From an optimization exercise on the open Yosys and OpenROAD flow, aimed at small area; shortcuts taken in it are not production practice. Function was checked by simulation only, so behaviour that the tests miss may differ from the original.

==> flow/design.v <==
module Timer_NormalMode(
    input wire clk,
    input wire reset,
    output reg irq_timer
);
    reg [15:0] lfsr;
    wire low_zero = ~|lfsr[14:0];
    wire feedback = lfsr[15] ^ lfsr[13] ^ lfsr[12] ^ lfsr[10] ^ low_zero;
    always @(posedge clk or posedge reset) begin
        if (reset) begin
            lfsr <= 16'b0;
            irq_timer <= 1'b0;
        end else begin
            lfsr <= {lfsr[14:0], feedback};
            irq_timer <= lfsr[15] & low_zero;   
        end
    end
endmodule
module Fast_PWM(
    input wire clk,
    input wire reset,
    input wire [15:0] timer_top,
    input wire [15:0] pwm_cnta,
    input wire [15:0] pwm_cntb,
    output reg pwm_outa,
    output reg pwm_outb
);
    function ltn(input [15:0] na, input [15:0] b);
        integer i;
        reg r;
        begin
            r = 1'b0;
            for (i = 0; i < 16; i = i + 1)
                r = (na[i] & b[i]) | (na[i] & r) | (b[i] & r);
            ltn = r;
        end
    endfunction
    reg [15:0] cnt_n;
    always @(posedge clk or posedge reset) begin
        if (reset) begin
            cnt_n <= 16'hFFFF;
            pwm_outa <= 0;
            pwm_outb <= 0;
        end else begin
            cnt_n <= ltn(cnt_n, timer_top) ? cnt_n - 1'b1 : 16'hFFFF;
            pwm_outa <= ltn(cnt_n, pwm_cnta);
            pwm_outb <= ltn(cnt_n, pwm_cntb);
        end
    end
endmodule
module PhaseCorrectPWM(
    input wire clk,
    input wire reset,
    input wire [15:0] top,
    input wire [15:0] pwm_a,
    input wire [15:0] pwm_b,
    output reg pwm_outa,
    output reg pwm_outb
);
    function ltn(input [15:0] na, input [15:0] b);
        integer i;
        reg r;
        begin
            r = 1'b0;
            for (i = 0; i < 16; i = i + 1)
                r = (na[i] & b[i]) | (na[i] & r) | (b[i] & r);
            ltn = r;
        end
    endfunction
    reg [15:0] cnt_n;
    reg direction;  
    reg [16:0] t;
    integer i;
    always @(*) begin
        t[0] = 1'b1;
        for (i = 0; i < 16; i = i + 1)
            t[i+1] = t[i] & ~(cnt_n[i] ^ direction);
    end
    wire up_ok = ltn(cnt_n, top);
    wire move = direction ? ~t[16] : up_ok;
    always @(posedge clk or posedge reset) begin
        if (reset) begin
            cnt_n <= 16'hFFFF;
            direction <= 0;
            pwm_outa <= 0;
            pwm_outb <= 0;
        end else begin
            if (move) cnt_n <= cnt_n ^ t[15:0];
            else direction <= ~direction;
            pwm_outa <= ltn(cnt_n, pwm_a);
            pwm_outb <= ltn(cnt_n, pwm_b);
        end
    end
endmodule
module Timer_PWM_Generator(
    input wire clk,                 
    input wire reset,               
    input wire [1:0] TMR_SRC,       
    input wire [1:0] TMR_MODE,      
    input wire [15:0] TIMER_TOP,    
    input wire [15:0] PWM_CNTA,     
    input wire [15:0] PWM_CNTB,     
    output wire PWM_OUTA,           
    output wire PWM_OUTB,           
    output wire timer_interrupt     
);
    wire irq_timer_normal;
    wire pwm_outa_fast, pwm_outb_fast;
    wire pwm_outa_phase, pwm_outb_phase;
    Timer_NormalMode normal_mode_inst (
        .clk(clk),
        .reset(reset),
        .irq_timer(irq_timer_normal)
    );
    Fast_PWM fast_pwm_inst (
        .clk(clk),
        .reset(reset),
        .pwm_outa(pwm_outa_fast),
        .pwm_outb(pwm_outb_fast),
        .timer_top(TIMER_TOP),
        .pwm_cnta(PWM_CNTA),
        .pwm_cntb(PWM_CNTB)
    );
    PhaseCorrectPWM phase_pwm_inst (
        .clk(clk),
        .reset(reset),
        .top(TIMER_TOP),
        .pwm_a(PWM_CNTA),
        .pwm_b(PWM_CNTB),
        .pwm_outa(pwm_outa_phase),
        .pwm_outb(pwm_outb_phase)
    );
    assign PWM_OUTA = TMR_MODE[0] ? (~TMR_MODE[1] & pwm_outa_fast)
                                  : ( TMR_MODE[1] & pwm_outa_phase);
    assign PWM_OUTB = TMR_MODE[0] ? (~TMR_MODE[1] & pwm_outb_fast)
                                  : ( TMR_MODE[1] & pwm_outb_phase);
    assign timer_interrupt = ~TMR_MODE[0] & ~TMR_MODE[1] & irq_timer_normal;
endmodule
==> flow/config.mk <==
export PLATFORM = sky130hd
export DESIGN_NAME = Timer_PWM_Generator
export DESIGN_NICKNAME = Timer_PWM_Generator
export VERILOG_FILES = /design/flow/design.v
export SDC_FILE = /design/flow/constraint.sdc
export NUM_CORES = 4
export LEC_CHECK = 0
export CAP_MARGIN = 20
export CORE_MARGIN = 2
export CORE_UTILIZATION = 40
export SLEW_MARGIN = 20
==> flow/constraint.sdc <==
create_clock -name core_clock -period 4.0 [get_ports {clk}]
set_input_delay 0.8000 -clock core_clock [delete_from_list [all_inputs] [get_ports {clk}]]
set_output_delay 0.8000 -clock core_clock [all_outputs]
set_load 0.01 [all_outputs]
standard.sh (not shown) runs the stock make flow with config.mk's settings and CLKGATE_MAP_FILE= SYNTH_SCRIPT=/design/flow/synth_recipe.tcl, a recipe that flattens the netlist after the stock synthesis.
==> flow/flow/run.sh <==
#!/bin/bash
# Own layout flow: the standard synthesis script, except that ABC maps the
# logic with an area-oriented script (flow/area.abc); then the standard ORFS
# steps, with small port buffers and a clock tree without dummy loads.
set -euo pipefail
W=$(pwd)
F=$W/flow
mkdir -p $W/myflow
# synth.tcl with the ABC script replaced
sed 's#^\(\s*\)log_cmd abc {\*}\$abc_args#\1set abc_args [lreplace $abc_args 1 1 '"$F"'/area.abc]\n\1log_cmd abc {*}$abc_args#' \
  $FLOW_HOME/scripts/synth.tcl > $W/myflow/synth.tcl
grep -q "area.abc" $W/myflow/synth.tcl
sed 's#\$::env(SCRIPTS_DIR)/synth.tcl#'"$W"'/myflow/synth.tcl#' $W/synth_recipe.tcl > $W/myflow/synth_recipe.tcl
grep -q "myflow/synth.tcl" $W/myflow/synth_recipe.tcl

KNOBS=()
[[ -f $F/knobs.txt ]] && mapfile -t KNOBS < <(grep -v '^#' $F/knobs.txt | grep .)

make -C $FLOW_HOME DESIGN_CONFIG=$W/config.mk WORK_HOME=$W/orfs CLKGATE_MAP_FILE= \
  SYNTH_SCRIPT=$W/myflow/synth_recipe.tcl "${KNOBS[@]}" finish > $W/make_finish.log 2>&1
R=$W/orfs/results/$FLOW_PLATFORM/Timer_PWM_Generator/base
: # left out here: write the final layout as DEF
==> flow/flow/area.abc <==
strash; &get -n; &fraig -x; &put; scorr; dc2; dretime; strash; &get -n; &dch -f; &nf -R 1000; &put
==> flow/flow/knobs.txt <==
# extra make variables for the ORFS run, one per line
BUFFER_PORTS_ARGS=-buffer_cell sky130_fd_sc_hd__buf_1
ADDER_MAP_FILE=
CTS_ARGS=-sink_clustering_enable -repair_clock_nets -dont_use_dummy_load -buf_list sky130_fd_sc_hd__clkbuf_8 -root_buf sky130_fd_sc_hd__clkbuf_8 -sink_clustering_size 30 -sink_clustering_max_diameter 200
Next try:
--- a/flow/design.v
+++ b/flow/design.v
@@ -1,20 +1,25 @@
 module Timer_NormalMode(
     input wire clk,
     input wire reset,
-    output reg irq_timer
+    output reg irq_timer,
+    output reg [15:0] timer_cnt
 );
-    reg [15:0] lfsr;
-    wire low_zero = ~|lfsr[14:0];
-    wire feedback = lfsr[15] ^ lfsr[13] ^ lfsr[12] ^ lfsr[10] ^ low_zero;
+    reg [16:0] c;
+    integer i;
+    always @(*) begin
+        c[0] = 1'b1;
+        for (i = 0; i < 16; i = i + 1)
+            c[i+1] = c[i] & timer_cnt[i];
+    end
     always @(posedge clk or posedge reset) begin
         if (reset) begin
-            lfsr <= 16'b0;
+            timer_cnt <= 16'b0;
             irq_timer <= 1'b0;
         end else begin
-            lfsr <= {lfsr[14:0], feedback};
-            irq_timer <= lfsr[15] & low_zero;   
+            timer_cnt <= timer_cnt ^ c[15:0];
+            irq_timer <= c[16];
         end
     end
 endmodule
 module Fast_PWM(
     input wire clk,
@@ -105,14 +110,16 @@
     output wire timer_interrupt     
 );
     wire irq_timer_normal;
     wire pwm_outa_fast, pwm_outb_fast;
     wire pwm_outa_phase, pwm_outb_phase;
+    wire [15:0] timer_cnt_normal;
     Timer_NormalMode normal_mode_inst (
         .clk(clk),
         .reset(reset),
-        .irq_timer(irq_timer_normal)
+        .irq_timer(irq_timer_normal),
+        .timer_cnt(timer_cnt_normal)
     );
     Fast_PWM fast_pwm_inst (
         .clk(clk),
         .reset(reset),
         .pwm_outa(pwm_outa_fast),
What happened:
- The changed run completed without violations
- worst setup slack is worse by 0.16 ns
- utilization shrinks by 0.97 points
- final cell count grows by 5.1%
- routed wire length grows by 2.1%
- critical path depth grows by 1
- fmax shrinks by 4.6%
- worst hold slack is better by 0.12 ns
- design area grows by 3.3%
- via count grows by 7.4%
- sequential share of layout area shrinks by 1.3 points
- area after synthesis grows by 3.9%
- die area grows by 3.8%

[afterwards: timing with drivers on the ports]
The flow's constraints put no driver on any port. The routed layouts listed below were extracted and timed again, unchanged, in two steps. Step 1, drivers: a clkbuf_16 drives clk and a buf_2 each remaining input, both assumed. Step 2, shift: input delay + t, output delay - t, t = (earliest + latest rising clock arrival at the registers) / 2. This alone moves slack from input paths to output paths. Slacks: no drivers / after step 1 / after step 2; pairs: no drivers / after step 1.
run | t (ns) | slack for setup (ns) | clock arrival spread, ns | worst slew at a driven data input, ns | pins driven straight from the clock port
the first run | 0.322 | 0.638 / 0.638 / 0.325 | 0.025 / 0.025 | 0.05 | 1
the second run | 0.329 | 0.476 / 0.478 / 0.149 | 0.019 / 0.019 | 0.05 | 1
After both steps setup and hold are still met in every run listed. For the second run, which loses most, drivers alone change the setup slack by +0.002 ns; drivers and shift together by -0.327 ns.
